Source: an optimization exercise on an open RTL-to-GDS flow (aim: a short achievable clock period and few clock cycles). Production flows keep margins and buffers that such runs may drop.
The RTL was checked by simulation tests, not by an equivalence proof against the original design.
No activity file was given, so power comes from the tool's default toggle rates.

<file path="flow/config.mk">
export PLATFORM = sky130hd
export DESIGN_NAME = as2650
export DESIGN_NICKNAME = as2650
export VERILOG_FILES = /design/flow/design.v
export SDC_FILE = /design/flow/constraint.sdc
export NUM_CORES = 4
export LEC_CHECK = 0
export ABC_CLOCK_PERIOD_IN_PS = 3000
export CAP_MARGIN = 20
export CORE_MARGIN = 2
export CORE_UTILIZATION = 40
export SETUP_SLACK_MARGIN = 4.5
export SLEW_MARGIN = 20
export SYNTH_HIERARCHICAL = 1
</file>
<file path="flow/constraint.sdc">
create_clock -name core_clock -period 8.0 [get_ports {clk}]
set_input_delay 1.6000 -clock core_clock [delete_from_list [all_inputs] [get_ports {clk}]]
set_output_delay 1.6000 -clock core_clock [all_outputs]
set_load 0.01 [all_outputs]
</file>
<file path="flow/design.v">
`default_nettype none
module as2650(
	input reset,
	output [12:0] adr,
	input [7:0] dbus_in,
	output [7:0] dbus_out,
	output oeb,
	output rw,
	output opreq,
	output wrp,
	output m_io,
	output d_c,
	input sense,
	output flag,
	input clk
);
	localparam F     = 5'd0;   
	localparam OP1   = 5'd1;   
	localparam REL1  = 5'd2;   
	localparam ABSH  = 5'd3;   
	localparam ABSL  = 5'd4;   
	localparam INDH  = 5'd5;   
	localparam INDL  = 5'd6;   
	localparam DATA  = 5'd7;   
	localparam WR    = 5'd8;   
	localparam IOR   = 5'd9;   
	localparam IOW   = 5'd10;  
	localparam IOWL  = 5'd11;  
	localparam MUL   = 5'd12;  
	localparam RETL  = 5'd13;  
	localparam BRT   = 5'd14;  
	localparam BRL   = 5'd15;  
	localparam BR2   = 5'd16;  
	localparam BIND1 = 5'd17;  
	localparam BIND2 = 5'd18;  
	localparam BX1   = 5'd19;  
	localparam BX2   = 5'd20;  
	localparam BXI1  = 5'd21;  
	localparam BXI2  = 5'd22;  
	localparam HALT  = 5'd23;
	localparam MUL2  = 5'd24;  
	localparam EX_NONE = 3'd0;
	localparam EX_ALU  = 3'd1;  
	localparam EX_ROT  = 3'd2;
	localparam EX_MISC = 3'd3;  
	localparam EX_MUL  = 3'd4;
	localparam EX_HALU = 3'd5;  
	reg [7:0] r0;
	reg [7:0] r1, r2, r3;
	reg [7:0] s1, s2, s3;
	reg [14:0] pc;
	reg [6:0] psu;
	reg psu7;
	reg [7:0] psl;
	reg [14:0] stack[7:0];
	reg [7:0] addr_buff;
	reg [1:0] idx_ctrl;
	reg [4:0] ph;
	reg [24:0] pho;  
	reg [2:0] ex;
	reg [5:0] exo;           
	reg op_add, op_sub, op_str, op_cmp;  
	reg [7:0] ir;
	reg [7:0] holding;
	reg push_pend;        
	reg [14:0] ret_r;
	reg [9:0] pp0, pp1, pp2, pp3;
	reg [11:0] mp_lo;
	reg [11:0] mp_hi;
	reg [12:0] r_addr;
	reg r_opreq, r_rw, r_oeb, r_m_io, r_d_c, r_wrp;
	reg [7:0] b_buf;
	assign adr = r_addr;
	assign opreq = r_opreq;
	assign rw = r_rw;
	assign oeb = r_oeb;
	assign m_io = r_m_io;
	assign d_c = r_d_c;
	assign wrp = r_wrp;
	assign flag = psu[6];
	assign dbus_out = b_buf;
	wire [7:0] d = dbus_in;
	wire [7:0] psu_full = {psu7, psu};
	function [7:0] regsel(input [1:0] n);
		regsel = n == 0 ? r0 : (n == 1 ? r1 : (n == 2 ? r2 : r3));
	endfunction
	function [1:0] cc_for(input [7:0] v);
		cc_for = v[7] ? 2'b10 : (v != 0 ? 2'b01 : 2'b00);
	endfunction
	task write_reg(input [1:0] n, input [7:0] v);
		begin
			case(n)
				2'd0: r0 <= v;
				2'd1: r1 <= v;
				2'd2: r2 <= v;
				2'd3: r3 <= v;
			endcase
		end
	endtask
	function [8:0] add8(input [7:0] a, input [7:0] b, input cin);
		reg [7:0] p, g, gg, pp, gn, pn;
		reg [8:0] c;
		integer i, l;
		begin
			p = a ^ b;
			g = a & b;
			gg = g;
			pp = p;
			for(l = 0; l < 3; l = l + 1) begin
				gn = gg;
				pn = pp;
				for(i = 0; i < 8; i = i + 1) begin
					if(i >= (1 << l)) begin
						gn[i] = gg[i] | (pp[i] & gg[i - (1 << l)]);
						pn[i] = pp[i] & pp[i - (1 << l)];
					end
				end
				gg = gn;
				pp = pn;
			end
			c[0] = cin;
			for(i = 0; i < 8; i = i + 1) c[i + 1] = gg[i] | (pp[i] & cin);
			add8 = {c[8], p ^ c[7:0]};
		end
	endfunction
	function [14:0] inc15(input [14:0] a);
		reg [14:0] c;
		integer i;
		begin
			for(i = 0; i < 15; i = i + 1) c[i] = &(a | ~((15'd1 << i) - 15'd1));
			inc15 = a ^ c;
		end
	endfunction
	function [14:0] dec15(input [14:0] a);
		reg [14:0] c;
		integer i;
		begin
			for(i = 0; i < 15; i = i + 1) c[i] = ~|(a & ((15'd1 << i) - 15'd1));
			dec15 = a ^ c;
		end
	endfunction
	reg [3:0] irs;
	wire [7:0] rn = ({8{irs[0]}} & r0) | ({8{irs[1]}} & r1) | ({8{irs[2]}} & r2) | ({8{irs[3]}} & r3);
	wire [14:0] r0_p1w = inc15({7'd0, r0});
	wire [14:0] r1_p1w = inc15({7'd0, r1});
	wire [14:0] r2_p1w = inc15({7'd0, r2});
	wire [14:0] r3_p1w = inc15({7'd0, r3});
	wire [14:0] r0_m1w = dec15({7'd0, r0});
	wire [14:0] r1_m1w = dec15({7'd0, r1});
	wire [14:0] r2_m1w = dec15({7'd0, r2});
	wire [14:0] r3_m1w = dec15({7'd0, r3});
	task step_reg(input [1:0] n, input up);
		begin
			case(n)
				2'd0: r0 <= up ? r0_p1w[7:0] : r0_m1w[7:0];
				2'd1: r1 <= up ? r1_p1w[7:0] : r1_m1w[7:0];
				2'd2: r2 <= up ? r2_p1w[7:0] : r2_m1w[7:0];
				2'd3: r3 <= up ? r3_p1w[7:0] : r3_m1w[7:0];
			endcase
		end
	endtask
	wire [14:0] rn_p1_w = inc15({7'd0, rn});
	wire [14:0] rn_m1_w = dec15({7'd0, rn});
	wire [7:0] rn_p1 = rn_p1_w[7:0];
	wire [7:0] rn_m1 = rn_m1_w[7:0];
	wire [2:0] sp = psu[2:0];
	wire [2:0] sp_m1 = sp - 3'd1;
	wire [14:0] stk_top = stack[sp_m1];
	wire [14:0] pc_p1 = inc15(pc);
	wire [14:0] pc_h1 = inc15({1'b0, pc[14:1]});
	wire [14:0] pc_p2 = {pc_h1[13:0], pc[0]};
	wire [14:0] pc_h3 = inc15({1'b0, pc_p1[14:1]});
	wire [14:0] pc_p3 = {pc_h3[13:0], pc_p1[0]};
	function reg_nz(input [3:0] h, input [7:0] v);
		reg_nz = h == 4'hD ? (v != 8'hFF) : (h == 4'hF ? (v != 8'h01) : (v != 8'h00));
	endfunction
	function is_regbr(input [3:0] h);
		is_regbr = h == 4'h5 || h == 4'h7 || h == 4'hD || h == 4'hF;
	endfunction
	function cc_taken(input [3:0] h, input [1:0] c);
		cc_taken = (h == 4'h1 || h == 4'h3) ? (c == 2'b11 || c == psl[7:6]) : (c != psl[7:6]);
	endfunction
	function is_call(input [3:0] h);
		is_call = h == 4'h3 || h == 4'h7 || h == 4'hB;
	endfunction
	wire [3:0] hi = ir[7:4];
	wire [3:0] nz_any = {r3 != 8'h00, r2 != 8'h00, r1 != 8'h00, r0 != 8'h00};
	wire [3:0] nz_inc = {r3 != 8'hFF, r2 != 8'hFF, r1 != 8'hFF, r0 != 8'hFF};
	wire [3:0] nz_dec = {r3 != 8'h01, r2 != 8'h01, r1 != 8'h01, r0 != 8'h01};
	wire ir_reg_nz = hi == 4'hD ? nz_inc[ir[1:0]] : (hi == 4'hF ? nz_dec[ir[1:0]] : nz_any[ir[1:0]]);
	wire br_taken = is_regbr(hi) ? ir_reg_nz : cc_taken(hi, ir[1:0]);
	wire ret_taken = ir[1:0] == 2'b11 || ir[1:0] == psl[7:6];
	wire [3:0] dhi = d[7:4];
	wire [7:0] rd = regsel(d[1:0]);
	wire d_reg_nz = dhi == 4'hD ? nz_inc[d[1:0]] : (dhi == 4'hF ? nz_dec[d[1:0]] : nz_any[d[1:0]]);
	wire [3:0] cc_eq = {psl[7:6] == 2'd3, psl[7:6] == 2'd2, psl[7:6] == 2'd1, psl[7:6] == 2'd0};
	wire [3:0] cc_t = cc_eq | 4'b1000;
	wire d_taken = d[6] ? (d[7] ? (d[5] ? nz_dec[d[1:0]] : nz_inc[d[1:0]]) : nz_any[d[1:0]]) :
		(d[7] ? !cc_eq[d[1:0]] : cc_t[d[1:0]]);
	wire d_ret_taken = d[1:0] == 2'b11 || d[1:0] == psl[7:6];
	wire d_branch = d[4] && d[3];
	wire d_zbr = d == 8'h9B || d == 8'hBB;
	wire d_bxa = d == 8'h9F || d == 8'hBF;
	wire d_uncond = (dhi == 4'h1 || dhi == 4'h3) && d[1:0] == 2'b11;
	wire d_ret = d[4] && !d[3] && (dhi == 4'h1 || dhi == 4'h3) && d[2];
	wire d_red = d[4] && !d[3] && (dhi == 4'h3 || dhi == 4'h7) && !d[2];
	wire d_wrt = d[4] && !d[3] && (dhi == 4'hB || dhi == 4'hF) && !d[2];
	wire d_rot = d[4] && !d[3] && (dhi == 4'h5 || dhi == 4'hD) && !d[2];
	wire d_misc1 = d == 8'h10 || d == 8'h11 || d == 8'h12 || d == 8'h13 ||
		d == 8'h91 || d == 8'h92 || d == 8'h93;
	wire d_mul = d == 8'h90;
	wire e_pend = !exo[EX_NONE];
	wire br_defer = !d_uncond && e_pend;
	wire ret_defer = exo[EX_MISC] || push_pend || (d[1:0] != 2'b11 && e_pend);
	reg [6:0] ob_lo;
	reg [5:0] ob_hi, ob_hi_p1, ob_hi_m1;
	wire [14:0] ob_hi_p1_w = inc15({9'd0, pc_p2[12:7]});
	wire [14:0] ob_hi_m1_w = dec15({9'd0, pc_p2[12:7]});
	wire [12:0] abs_base = {addr_buff[4:0], d};
	wire [14:0] r_addr_p1_w = inc15({2'b00, r_addr});
	wire [12:0] r_addr_p1 = r_addr_p1_w[12:0];
	function [7:0] idx_val(input [1:0] c);
		idx_val = c == 1 ? rn_p1 : (c == 2 ? rn_m1 : rn);
	endfunction
	wire [1:0] ind_idx = ir[3:2] == 2'b11 ? idx_ctrl : 2'b00;
	reg [7:0] idxv;
	reg [6:0] ab_p1_r;
	wire [14:0] d_p1_w = inc15({10'd0, d[4:0]});
	wire [4:0] ab_p1 = ab_p1_r[4:0];
	wire [6:0] ab7_p1 = ab_p1_r;
	wire is_store = ir[7:5] == 3'd6;
	wire [7:0] st_data = addr_buff[6:5] != 0 ? r0 : rn;
	wire push_early = is_call(hi) && ir != 8'hBB;
	wire [2:0] aop = ir[7:5];
	wire cin_add = psl[3] && psl[0];
	wire cin_sub = !psl[3] || psl[0];
	wire a_arith = op_add || op_sub || op_cmp;
	reg [7:0] a_res;
	always @(*) begin
		case(aop)
			3'd1: a_res = rn ^ d;
			3'd2: a_res = rn & d;
			3'd3: a_res = rn | d;
			default: a_res = d;
		endcase
	end
	function sum_zero(input [7:0] a, input [7:0] b, input ci);
		sum_zero = &((a ^ b) ~^ {a[6:0] | b[6:0], ci});
	endfunction
	wire is_add = op_add;
	wire alu_ci = is_add ? cin_add : (op_sub ? cin_sub : 1'b1);
	reg [7:0] ea, hb;
	wire [8:0] h9;
	as2650_add8 u_h9(.a(ea), .b(hb), .ci(alu_ci), .s(h9));
	wire [7:0] h_res = h9[7:0];
	wire h_zero = sum_zero(ea, hb, alu_ci);
	wire [1:0] h_cc = {h9[7], !h9[7] && !h_zero};
	wire h_c = h9[8] && !(hb == 8'hFF && alu_ci);
	wire [1:0] h_cmp = (psl[1] || ea[7] == holding[7]) ?
		(!h9[8] ? 2'b10 : (h_zero ? 2'b00 : 2'b01)) : (ea[7] ? 2'b10 : 2'b01);
	wire [1:0] a_dest = (ir[3:2] == 2'b11 && idx_ctrl != 0) ? 2'd0 : ir[1:0];
	wire z_arith = op_add || op_sub || op_cmp;
	wire [7:0] z_b = is_add ? rn : ~rn;
	wire [8:0] z9;
	as2650_add8 u_z9(.a(r0), .b(z_b), .ci(alu_ci), .s(z9));
	wire z_zero = sum_zero(r0, z_b, alu_ci);
	wire [1:0] z_cc = {z9[7], !z9[7] && !z_zero};
	wire z_c = z9[8] && !(z_b == 8'hFF && alu_ci);
	reg [7:0] z_logic;
	always @(*) begin
		case(aop)
			3'd1: z_logic = r0 ^ rn;
			3'd2: z_logic = r0 & rn;
			3'd3: z_logic = r0 | rn;
			default: z_logic = rn;
		endcase
	end
	wire [1:0] z_cmp = (psl[1] || r0[7] == rn[7]) ?
		(!z9[8] ? 2'b10 : (z_zero ? 2'b00 : 2'b01)) : (r0[7] ? 2'b10 : 2'b01);
	wire [8:0] mul_mid;
	as2650_add8 u_mul_mid(.a(mp_lo[11:4]), .b(mp_hi[7:0]), .ci(1'b0), .s(mul_mid));
	wire [14:0] mul_top1 = inc15({11'd0, mp_hi[11:8]});
	wire [15:0] mul_res = {mul_mid[8] ? mul_top1[3:0] : mp_hi[11:8], mul_mid[7:0], mp_lo[3:0]};
	wire [7:0] rrr = psl[3] ? {psl[0], rn[7:1]} : {rn[0], rn[7:1]};
	wire [7:0] rrl = psl[3] ? {rn[6:0], psl[0]} : {rn[6:0], rn[7]};
	task write_psl(input [7:0] v);
		begin
			psl <= v;
			if(v[4] != psl[4]) begin
				r1 <= s1; r2 <= s2; r3 <= s3;
				s1 <= r1; s2 <= r2; s3 <= r3;
			end
		end
	endtask
	task set_ex(input [2:0] k);
		begin
			ex <= k;
			exo <= 6'd1 << k;
		end
	endtask
	task go(input [4:0] p);
		begin
			ph <= p;
			pho <= 25'd1 << p;
		end
	endtask
	task start_write(input [7:0] v);
		begin
			go(WR);
			r_rw <= 1;
			r_oeb <= 0;
			r_wrp <= 1;
			b_buf <= v;
		end
	endtask
	wire rel_mode = pho[REL1] || pho[BRT] || pho[BRL];
	reg [7:0] xlo_r;
	wire [7:0] x_lo = xlo_r;
	wire [7:0] d_lo = rel_mode ? {1'b0, d[6:0]} : d;
	wire [8:0] sum_lo;
	as2650_add8 u_sum_lo(.a(x_lo), .b(d_lo), .ci(pho[REL1]), .s(sum_lo));
	wire [5:0] up_c0 = d[6] ? ob_hi_m1 : ob_hi;
	wire [5:0] up_c1 = d[6] ? ob_hi : ob_hi_p1;
	wire [12:0] rel_addr = {sum_lo[7] ? up_c1 : up_c0, sum_lo[6:0]};
	wire [14:0] abs_sum = {sum_lo[8] ? ab_p1_r : {2'b00, addr_buff[4:0]}, sum_lo[7:0]};
	wire [14:0] cat_pc = {addr_buff[6:0], d};
	wire [12:0] sum_addr = rel_mode ? rel_addr : abs_sum[12:0];
	wire brt_now = pho[BRT] || (pho[BRL] && br_taken);
	wire sel_sum = pho[REL1] || pho[ABSL] || pho[INDL] || pho[BX2] || pho[BXI2] || (brt_now && !ir[2]);
	wire f_skip = d_branch && !d_zbr && !d_bxa && !br_defer && !d_taken;
	wire f_ret = d_ret && !ret_defer && d_ret_taken;
	wire [14:0] f_pc = ({15{f_ret}} & stk_top) | ({15{f_skip && d[2]}} & pc_p3) |
		({15{f_skip && !d[2]}} & pc_p2) | ({15{!f_ret && !f_skip}} & pc_p1);
	reg [7:0] hi_tmp;
	wire sel_pc_sum = (brt_now && !ir[2] && !d[7]) || (pho[BX2] && !addr_buff[7]);
	wire [14:0] pc_sum = rel_mode ? {2'b00, rel_addr} : abs_sum;
	wire sel_pc_cat = (pho[BR2] && !hi_tmp[7]) || pho[BXI2];
	wire [14:0] pc_cat = pho[BR2] ? {hi_tmp[6:0], d} : {addr_buff[6:0], d};
	reg [14:0] pc_early;
	reg [12:0] r_addr_early;
	always @(*) begin
		pc_early = pc;
		r_addr_early = r_addr;
		case(ph)
			OP1, ABSH, BX1, REL1, ABSL: begin
				pc_early = pc_p1;
				r_addr_early = pc_p1[12:0];
			end
			DATA, IOR, WR, IOW, MUL, MUL2: begin
				r_addr_early = pc[12:0];
			end
			INDH, BIND1, BXI1: begin
				r_addr_early = r_addr_p1;
			end
			RETL: begin
				pc_early = ret_taken ? stk_top : pc;
				r_addr_early = ret_taken ? stk_top[12:0] : pc[12:0];
			end
			BRL, BRT: begin
				if(pho[BRL] && !br_taken) begin
					pc_early = ir[2] ? pc_p2 : pc_p1;
					r_addr_early = ir[2] ? pc_p2[12:0] : pc_p1[12:0];
				end else begin
					pc_early = pc_p1;
					r_addr_early = pc_p1[12:0];
				end
			end
			BR2, BX2: begin
				pc_early = pc_p1;
			end
			default: ;
		endcase
	end
	wire pc_sel_rest = !(pho[F] || sel_pc_sum || sel_pc_cat || pho[BIND2]);
	wire [14:0] pc_nx = ({15{pho[F]}} & f_pc) | ({15{sel_pc_sum}} & pc_sum) | ({15{sel_pc_cat}} & pc_cat) |
		({15{pho[BIND2]}} & {2'b00, d[4:0], addr_buff}) | ({15{pc_sel_rest}} & pc_early);
	wire ra_sel_rest = !(pho[F] || sel_sum || pho[BIND2] || pho[BR2]);
	wire [12:0] r_addr_nx = ({13{pho[F]}} & f_pc[12:0]) | ({13{sel_sum}} & sum_addr) |
		({13{pho[BIND2]}} & {d[4:0], addr_buff}) | ({13{pho[BR2]}} & {hi_tmp[4:0], d}) |
		({13{ra_sel_rest}} & r_addr_early);
	wire e_zalu = pho[F] && exo[EX_ALU];
	wire e_halu = pho[F] && exo[EX_HALU];
	wire cc_r0 = (e_zalu && op_str) || (pho[F] && exo[EX_MISC] && (ir == 8'h12 || ir == 8'h13));
	wire cc_zl = e_zalu && !z_arith && !op_str;
	wire cc_zc = e_zalu && op_cmp;
	wire cc_za = e_zalu && z_arith && !op_cmp;
	wire cc_rot = pho[F] && exo[EX_ROT];
	wire cc_hc = e_halu && op_cmp;
	wire cc_ha = e_halu && !op_cmp;
	wire cc_al = ((pho[OP1] && !ir[4]) || pho[DATA]) && !a_arith;
	wire cc_tu = pho[OP1] && (ir == 8'hB4 || ir == 8'hB6);
	wire cc_tl = pho[OP1] && (ir == 8'hB5 || ir == 8'hB7);
	wire cc_tm = pho[OP1] && ir[7:2] == 6'b111101;
	wire cc_io = pho[IOR];
	wire cc_we = cc_r0 || cc_zl || cc_zc || cc_za || cc_rot || cc_hc || cc_ha || cc_al || cc_tu || cc_tl || cc_tm || cc_io;
	wire [1:0] cc_nx = ({2{cc_r0}} & cc_for(r0)) | ({2{cc_zl}} & cc_for(z_logic)) | ({2{cc_zc}} & z_cmp) |
		({2{cc_za}} & z_cc) | ({2{cc_rot}} & cc_for(ir[7] ? rrl : rrr)) | ({2{cc_hc}} & h_cmp) |
		({2{cc_ha}} & h_cc) | ({2{cc_al}} & cc_for(a_res)) |
		({2{cc_tu}} & ((psu_full & d) == d ? 2'b00 : 2'b10)) |
		({2{cc_tl}} & ((psl & d) == d ? 2'b00 : 2'b10)) |
		({2{cc_tm}} & ((rn & d) == d ? 2'b00 : 2'b10)) |
		({2{cc_io}} & cc_for(d));
	task branch_taken;
		begin
			if(!ir[2]) begin
				if(push_early) begin
					push_pend <= 1;
					ret_r <= pc_p1;
				end
				if(d[7]) begin
					go(BIND1);
				end else begin
					go(F);
				end
			end else begin
				go(BR2);
			end
		end
	endtask
	always @(posedge clk) begin
		if(reset) begin
			pc <= 0;
			r0 <= 0;
			r1 <= 0; r2 <= 0; r3 <= 0;
			s1 <= 0; s2 <= 0; s3 <= 0;
			psu <= 0;
			psu7 <= 0;
			psl <= 0;
			go(F);
			push_pend <= 0;
			set_ex(EX_NONE);
			r_addr <= 0;
			r_opreq <= 1;
			r_rw <= 0;
			r_oeb <= 1;
			r_m_io <= 1;
			r_d_c <= 0;
			r_wrp <= 0;
			b_buf <= 0;
			idx_ctrl <= 0;
		end else if(ph != HALT) begin
			psu7 <= sense;
			xlo_r <= 8'd0;
			hi_tmp <= d;
			pc <= pc_nx;
			r_addr <= r_addr_nx;
			push_pend <= 0;
			if(push_pend) psu[2:0] <= sp + 3'd1;
			case(ph)
			F: begin
				case(ex)
					EX_ALU: begin
						if(op_str) begin  
							write_reg(ir[1:0], r0);
							;  
						end else if(!z_arith) begin
							;  
							r0 <= z_logic;
						end
					end
					EX_ROT: begin
						if(!ir[7]) begin
							if(psl[3]) begin
								psl[0] <= rn[0];
								psl[5] <= rn[6];
							end
							;  
							write_reg(ir[1:0], rrr);
						end else begin
							if(psl[3]) begin
								psl[0] <= rn[7];
								psl[5] <= rn[4];
							end
							;  
							write_reg(ir[1:0], rrl);
						end
					end
					EX_MISC: begin
						if(ir == 8'h91) begin
							r0 <= r1;
							write_reg(2'd1, r0);
						end else if(ir == 8'h10) begin
							r0 <= stk_top[7:0];
							write_reg(2'd1, {1'b0, stk_top[14:8]});
							psu[2:0] <= sp_m1;
						end else if(ir == 8'h11) begin
							psu[2:0] <= sp + 3'd1;
						end else if(ir == 8'h12) begin
							r0 <= psu_full;
							;  
						end else if(ir == 8'h13) begin
							r0 <= psl;
							;  
						end else if(ir == 8'h92) begin
							psu <= r0[6:0];
						end else begin  
							write_psl(r0);
						end
					end
					EX_MUL: begin
						write_reg(2'd2, mul_res[7:0]);
						write_reg(2'd3, mul_res[15:8]);
					end
					default: ;
				endcase
				ir <= d;
				op_add <= d[7:5] == 3'd4;
				op_sub <= d[7:5] == 3'd5;
				op_str <= d[7:5] == 3'd6;
				op_cmp <= d[7:5] == 3'd7;
				irs <= 4'b0001 << d[1:0];
				ob_lo <= pc_p2[6:0];
				xlo_r <= {1'b0, pc_p2[6:0]};
				ob_hi <= pc_p2[12:7];
				ob_hi_p1 <= ob_hi_p1_w[5:0];
				ob_hi_m1 <= ob_hi_m1_w[5:0];
				set_ex(EX_NONE);
				go(F);
				if(d == 8'h40) begin  
					go(HALT);
					r_opreq <= 0;
				end else if(d[4] == 0) begin
					if(d[3:2] == 2'b00) begin
						set_ex(d == 8'hC0 ? EX_NONE : EX_ALU);
					end else if(d[3:2] == 2'b01) begin
						go(OP1);
					end else if(d[3:2] == 2'b10) begin
						go(REL1);
					end else begin
						go(ABSH);
					end
				end else if(d_branch) begin
					if(d_zbr) begin
						go(BRT);
					end else if(d_bxa) begin
						go(BX1);
					end else if(br_defer) begin
						go(BRL);
					end else begin
						if(dhi == 4'hD || dhi == 4'hF) step_reg(d[1:0], !d[5]);
						if(d_taken) begin
							go(BRT);
						end else begin
						end
					end
				end else if(d_ret) begin
					if(ret_defer) begin
						go(RETL);
						r_opreq <= 0;
					end else if(d_ret_taken) begin
						psu[2:0] <= sp_m1;
						if(dhi == 4'h3) psu[5] <= 0;
					end
				end else if(d_red) begin
					go(IOR);
					r_m_io <= 0;
					r_d_c <= d[6];
				end else if(d_wrt) begin
					r_d_c <= d[6];
					if(e_pend) begin
						go(IOWL);
						r_opreq <= 0;
					end else begin
						go(IOW);
						r_m_io <= 0;
						r_rw <= 1;
						r_oeb <= 0;
						r_wrp <= 1;
						b_buf <= rd;
					end
				end else if(d_rot) begin
					set_ex(EX_ROT);
				end else if(d_misc1) begin
					set_ex(EX_MISC);
				end else if(d_mul) begin
					go(MUL);
					r_opreq <= 0;
				end else begin  
					go(OP1);
				end
			end
			OP1: begin
				go(F);
				if(!ir[4]) begin  
					if(a_arith) begin
						holding <= d;
						ea <= rn;
						hb <= is_add ? d : ~d;
						set_ex(EX_HALU);
					end else begin
						;  
						write_reg(ir[1:0], a_res);
					end
				end else begin
					case(ir)
						8'h74: psu <= psu & ~d[6:0];
						8'h75: write_psl(psl & ~d);
						8'h76: psu <= psu | d[6:0];
						8'h77: write_psl(psl | d);
						8'hB4, 8'hB6: ;  
						8'hB5, 8'hB7: ;  
						8'hF4, 8'hF5, 8'hF6, 8'hF7: ;  
						default: ;
					endcase
				end
			end
			DATA: begin
				go(F);
				if(a_arith) begin
					holding <= d;
						ea <= rn;
						hb <= is_add ? d : ~d;
					set_ex(EX_HALU);
				end else begin
					;  
					write_reg(a_dest, a_res);
				end
			end
			IOR: begin
				go(F);
				r_m_io <= 1;
				write_reg(ir[1:0], d);
				;  
			end
			REL1: begin
				if(d[7]) begin
					go(INDH);
				end else if(is_store) begin
					start_write(st_data);
				end else begin
					go(DATA);
				end
			end
			ABSH: begin
				xlo_r <= (d[7] || d[6:5] == 2'b00) ? 8'd0 : idx_val(d[6:5]);
				addr_buff <= d;
				ab_p1_r <= d_p1_w[6:0];
				idxv <= idx_val(d[6:5]);
				go(ABSL);
			end
			ABSL: begin
				idx_ctrl <= addr_buff[6:5];
				if(addr_buff[7]) begin
					go(INDH);
				end else begin
					if(addr_buff[6:5] != 0) write_reg(ir[1:0], idxv);
					if(is_store) start_write(st_data);
					else go(DATA);
				end
			end
			INDH: begin
				xlo_r <= ind_idx != 0 ? idxv : 8'd0;
				addr_buff <= d;
				ab_p1_r <= d_p1_w[6:0];
				go(INDL);
			end
			INDL: begin
				if(ind_idx != 0) write_reg(ir[1:0], idxv);
				if(is_store) start_write(st_data);
				else go(DATA);
			end
			WR, IOW: begin
				go(F);
				r_rw <= 0;
				r_oeb <= 1;
				r_wrp <= 0;
				r_m_io <= 1;
			end
			IOWL: begin
				go(IOW);
				r_opreq <= 1;
				r_m_io <= 0;
				r_rw <= 1;
				r_oeb <= 0;
				r_wrp <= 1;
				b_buf <= rn;
			end
			MUL: begin
				pp0 <= r0 * r1[1:0];
				pp1 <= r0 * r1[3:2];
				pp2 <= r0 * r1[5:4];
				pp3 <= r0 * r1[7:6];
				go(MUL2);
			end
			MUL2: begin
				mp_lo <= {2'b00, pp0} + {pp1, 2'b00};
				mp_hi <= {2'b00, pp2} + {pp3, 2'b00};
				set_ex(EX_MUL);
				go(F);
				r_opreq <= 1;
			end
			RETL: begin
				r_opreq <= 1;
				if(ret_taken) begin
					go(F);
					psu[2:0] <= sp_m1;
					if(hi == 4'h3) psu[5] <= 0;
				end else begin
					go(F);
				end
			end
			BRL: begin
				if(hi == 4'hD || hi == 4'hF) step_reg(ir[1:0], !ir[5]);
				if(!br_taken) go(F);
				else branch_taken;
			end
			BRT: begin
				branch_taken;
			end
			BR2: begin
				addr_buff <= hi_tmp;
				if(is_call(hi)) begin
					push_pend <= 1;
					ret_r <= pc_p1;
				end
				if(hi_tmp[7]) begin
					go(BIND1);
				end else begin
					go(F);
				end
			end
			BIND1: begin
				addr_buff <= d;
				ab_p1_r <= d_p1_w[6:0];
				go(BIND2);
			end
			BIND2: begin
				if(ir == 8'hBB) begin
					push_pend <= 1;
					ret_r <= pc;
				end
				go(F);
			end
			BX1: begin
				xlo_r <= d[7] ? 8'd0 : r3;
				addr_buff <= d;
				ab_p1_r <= d_p1_w[6:0];
				go(BX2);
			end
			BX2: begin
				if(ir[5]) begin  
					push_pend <= 1;
					ret_r <= pc_p1;
				end
				if(addr_buff[7]) begin
					go(BXI1);
				end else begin
					go(F);
				end
			end
			BXI1: begin
				addr_buff <= d;
				ab_p1_r <= d_p1_w[6:0];
				go(BXI2);
			end
			BXI2: begin
				go(F);
			end
			default: ;
			endcase
			if(cc_we) psl[7:6] <= cc_nx;
			if(pho[F] && exo[EX_ALU] && z_arith) begin
				if(op_cmp) begin
					;  
				end else begin
					;  
					r0 <= z9[7:0];
					psl[5] <= z9[4];
					psl[2] <= r0[7] == rn[7] && z9[7] != r0[7];
					psl[0] <= z_c;
				end
			end
			if(pho[F] && exo[EX_HALU]) begin
				if(op_cmp) begin
					;  
				end else begin
					;  
					write_reg(a_dest, h_res);
					psl[5] <= h_res[4];
					psl[2] <= ea[7] == holding[7] && h_res[7] != ea[7];
					psl[0] <= h_c;
				end
			end
		end
	end
	wire e_push = pho[F] && exo[EX_MISC] && ir == 8'h11;
	always @(posedge clk) begin
		if(push_pend) stack[sp] <= ret_r;
		if(e_push) begin
			stack[sp_m1][7:0] <= r0;
			stack[sp][14:8] <= r1[6:0];
		end
	end
endmodule
module as2650_add8(
	input [7:0] a,
	input [7:0] b,
	input ci,
	output [8:0] s
);
	function [8:0] add8(input [7:0] a, input [7:0] b, input cin);
		reg [7:0] p, g, gg, pp, gn, pn;
		reg [8:0] c;
		integer i, l;
		begin
			p = a ^ b;
			g = a & b;
			gg = g;
			pp = p;
			for(l = 0; l < 3; l = l + 1) begin
				gn = gg;
				pn = pp;
				for(i = 0; i < 8; i = i + 1) begin
					if(i >= (1 << l)) begin
						gn[i] = gg[i] | (pp[i] & gg[i - (1 << l)]);
						pn[i] = pp[i] & pp[i - (1 << l)];
					end
				end
				gg = gn;
				pp = pn;
			end
			c[0] = cin;
			for(i = 0; i < 8; i = i + 1) c[i + 1] = gg[i] | (pp[i] & cin);
			add8 = {c[8], p ^ c[7:0]};
		end
	endfunction
	assign s = add8(a, b, ci);
endmodule
</file>
<file path="flow/run.sh">
#!/bin/bash
# synth_recipe.tcl (not shown) runs the flow's synth.tcl, then flattens the netlist and writes it again
# the make line also repeats each setting of config.mk as NAME=value (left out here)
make -C /OpenROAD-flow-scripts/flow DESIGN_CONFIG=/design/flow/config.mk WORK_HOME=/design/flow/orfs CLKGATE_MAP_FILE= SYNTH_SCRIPT=/design/flow/synth_recipe.tcl finish
</file>
==> run summary <==
worst max-delay path by stage:
| stage | cells after the start | from | slack, ps | end |
|---|---|---|---|---|
| floorplan | 13 | dbus_in[0] | 4110 | r_addr[11]$_SDFFE_PP0N_ |
| global placement | 11 | dbus_in[1] | 2430 | r3[1]$_SDFFE_PP0N_ |
| detailed placement | 10 | dbus_in[1] | 2400 | pc[11]$_SDFFE_PP0N_ |
| CTS | 16 | irs[2]$_SDFFCE_PN0P_ | 4210 | flop |
| global route | 15 | irs[2]$_SDFFCE_PN0P_ | 3920 | flop |
| finish | 15 | irs[2]$_SDFFCE_PN0P_ | 3940 | flop |
power by group through the flow:
stage / registers (mW) / clock network, mW / logic [mW]
floorplan: 2.84 / 0 / 4.19
global placement: 3.03 / 0 / 6.80
detailed placement: 3.02 / 0 / 6.82
CTS: 2.98 / 2.47 / 7.50
global route: 3.03 / 2.57 / 8.59
finish: 3.03 / 2.47 / 8.43
Yosys stat by module, one instance, submodules excluded:
module       cells  cell area (µm²)  times used  flip-flops and latches
as2650        4136            34500           1                     430
as2650_add8     36              305           4                       0
routing by layer:
metal  track usage (%)  vias up  wire, µm
li1                  -    16100         -
met1              50.6    18300     68400
met2              54.4     3242     72600
met3              15.5      919     27900
met4              23.0       16     15100
met5                 0        -       108
layout by cell type (no fill, tap or decap), types with 56 or more instances in the layout:
cell type	count
a21oi_1	307
buf_4	242
dfxtp_1	127
edfxtp_1	287
ha_1	176
inv_1	141
mux2_2	62
mux2i_1	94
nand2_1	449
nand3_1	86
nor2_1	405
nor3_1	64
o211ai_1	61
o21ai_0	284
xnor2_1	113
xor2_1	56
cells in the mapped netlist (53+ instances only):
cell      number  area (µm²)
a211oi_1      58         435
a21oi_1      330        1650
mux2i_1      105        1050
o22ai_1       57         357
o211ai_1      61         458
nor3_1        71         355
xor2_1        63         552
nand3_1       97         485
clkbuf_1     284        1070
edfxtp_1     287        8620
nor2_1       423        1590
nand2_1      465        1750
dfxtp_1      143        2860
inv_1        154         578
xnor2_1      121        1060
a22oi_1       53         398
mux2_2        63         709
ha_1         196        2450
o21ai_0      316        1580
sequential cells by signal, summed over array words and instances (netlist names), 12 cells and up, named ones only:
register,cells
r_addr,13
ret_r,15
pc,15
mp_hi,12
stack,120
pho,13
mp_lo,12
cells by family (layout without fill, tap and decap cells):
logic type | after synthesis | after routing | synth area share (%)
AO/OA/AOI/OAI | 1373 | 1373 | 25.7
XOR/XNOR | 186 | 186 | 4.60
adder cells (fa/ha/maj) | 206 | 206 | 7.42
buffers and inverters | 515 | 612 | 5.62
flip-flops | 430 | 430 | 32.1
multiplexers | 200 | 200 | 6.88
other | 1 | 7 | 0.0105
AND/OR/NAND/NOR | 1369 | 1369 | 17.7
through the flow:
| stage | cell area, µm² | std cells | power, mW | util [%] | hold WS, ps |
|---|---|---|---|---|---|
| finish | 42900 | 5548 | 13.9 | 48.5 | 426 |
| global placement | 37800 | 5301 | 9.83 | 42.8 | 401 |
| CTS | 41600 | 5496 | 13.0 | 47.0 | 422 |
| floorplan | 36300 | 4281 | 7.03 | - | 400 |
| global route | 42900 | 5543 | 14.2 | 48.5 | 432 |
| detailed placement | 37800 | 5301 | 9.84 | 42.8 | 406 |
final cells by class:
class	count	area (µm²)
antenna	5	12.5
clock buffer	61	1310
timing repair buffer	352	3420
inverter	165	722
fill	8352	45600
sequential	430	11500
multi-input combinational	3336	24100
tap	1165	1460
clock inverter	34	389
what timing repair did:
item | 4_1_cts | 5_1_grt
setup endpoints to repair | 383 | 190
setup buffers | 96 | 46
pin swaps | 86 | 83
cloned | 4 | 1
gates resized for setup | 282 | 182
==> run summary <==
STA classifies the critical path startpoint as a flop. Before CTS, the worst setup slack after placement is 2400 ps. Static timing analysis puts the maximum clock frequency at 247 MHz.

The worst clock skew is 38.1 ps. TritonCTS built the clock tree. The worst setup margin came out at 3940 ps. The overall die width is 303 µm. The number of cells traversed by the worst register-to-register path came out at 15.

Max-cap violations in this run came to 0. The final critical path takes up 50.7% of the cycle. The count of input and output buffers is 38. The leading register cell type out of synthesis is edfxtp_1.

The data arrival time at the worst-slack endpoint is 4570 ps. The number of instances in the synthesized netlist came out at 4280. The number of global-route vias before repair came out at 34900. The count of hold-fix buffers inserted at cts came out at 0. For the worst setup path, the data required time is 8520 ps. The number of warning messages in the yosys log came out at 8. Detailed routing inserted a total of 38500 vias. Cells with a size suffix above 1 make up 19.7% of the layout. The startpoint identified for the worst hold timing path is pp0[0]$_DFFE_PP_.

Setup violations remaining at the end of the flow were counted as 0. The power density over the cells came out at 324 nW/µm². Together, buffers and inverters on the worst path number 1.

The standby leakage power is 15.6 nW. The placer's final routability congestion estimate is 1.11. The worst-case clock buffer depth came out at 3. Sequential cells were found to cover 32.1% of the synthesized design area. The die height is 303 µm.

Among cell families on the critical path, the largest total delay comes from compound AO/OA/AOI/OAI gates. The global-route wire length before repair came out at 259000 µm. The post-synthesis cell type count came out at 111. The number of hold violations in the final report came out at 0. The worst max-slew margin expressed relative to the limit came out at 13.2%.

After the first detailed-routing iteration, the DRC count stood at 7207. The maximum number of pins on one net before global-route repair is 56. The remaining design rule violation count came out at 0. The min-delay analysis places its worst path in the category flop to flop.

The worst voltage drop across the vdd grid is 0.184 mV. From synthesis to final layout, the design area changed by 20.0%. The clock-pin slew on the worst setup and hold paths is 70 ps.

The count of TritonRoute iterations in the first routing pass is 11. The minimum clock period is 4060 ps. The total track usage came out at 39.0%. The via count normalized by instance count is 6.94. The number of cells traversed by the worst hold path came out at 0.

The number of synthesized flops with an enable pin is 287. The number of buffers added by the clock tree synthesis step came out at 51. The H-tree depth came out at 2. 39 I/O pins were placed. The initial cell density of the core came out at 40.4%. The final-report max-slew violation count is 0. The minimum setup slack among reg-to-reg paths came out at 3940 ps. The initial antenna violation count came to 12.

The clock sink total is 430. The mean instance size in the synthesized netlist is 8.35 µm². The synthesized design contains 430 register bits.

The HPWL after detailed placement came out at 126000 µm. The row count came out at 109. The flow ran to the end and the layout has no timing, DRC or antenna violations. The switching power share of the total is 50.8%. The total core area is 88500 µm². The routed wire length is 184000 µm. The routed length per placed instance came out at 33.2 µm.

Summed over all failing endpoints, the final setup total negative slack is 0 ps. The worst register-to-register path begins at irs[2]$_SDFFCE_PN0P_. The proportion of power drawn by combinational gates is 60.5%. The critical path is of the flop to flop type. The sequential fraction of design power came out at 21.7%. The worst-path maximum fanout came out at 5.

The largest single stage delay on the critical path is 540 ps. The netlist area before placement is 35800 µm². The hold path endpoint is mp_lo[0]$_DFFE_PP_.

The async set or reset register ratio after synthesis came out at 0%. At the pin with the least slew margin, the transition time is 1300 ps. The clock insertion delay at the later pin of the skew report came out at 660 ps. The worst setup path is captured at a flop. The overflow left after global routing came out at 0. The net load switching power is 7.07 mW. The portion of total power attributed to the clock network is 17.7%. The slowest stage of the critical path belongs to the cell edfxtp_1. The count of antenna-violating nets left after detailed routing came out at 0.

The cell sitting at the root of the clock tree is a clkbuf_16. The overall die area came out at 91800 µm². The internal portion of the total power is 6.85 mW.

Traced cell by cell, the critical path runs through a22o_1 > a221o_1 > buf_12 > xnor2_4 > ha_4 > nand2_1 > o2111ai_4 > a221o_2 > xor2_4 > a21oi_2 > o2111ai_2 > nor3_2 > a31oi_1 > a21oi_1 > a211oi_1. Setup repair after global routing could not meet its margin everywhere. The count of nets after finishing came out at 4553.
Testbench counts, summed over its fixed seeds: cycles 21,388.

==> what the ideal ports hide <==
The flow's constraints put no driver on any port. The routed layout listed below was extracted and timed again, unchanged, in two steps.
Step 1 (the two cells are an assumption about what drives the block):
set clk [get_ports {clk}]
set_driving_cell -lib_cell sky130_fd_sc_hd__clkbuf_16 $clk
set_driving_cell -lib_cell sky130_fd_sc_hd__buf_2 [delete_from_list [all_inputs] $clk]
Step 2 times the ports against the registers' clock, not the clock port: input delays grow and output delays shrink by t, the midpoint of the rising clock arrivals with the driver on.
Slacks: no drivers / after step 1 / after step 2; pairs: no drivers / after step 1.
t (ns): 0.712
setup WS [ns]: 3.944 / 3.943 / 3.503
worst setup path after step 2: input to register
After both steps setup and hold are still met in this run. For this run, drivers alone change the setup slack by -0.001 ns; drivers and shift together by -0.441 ns.
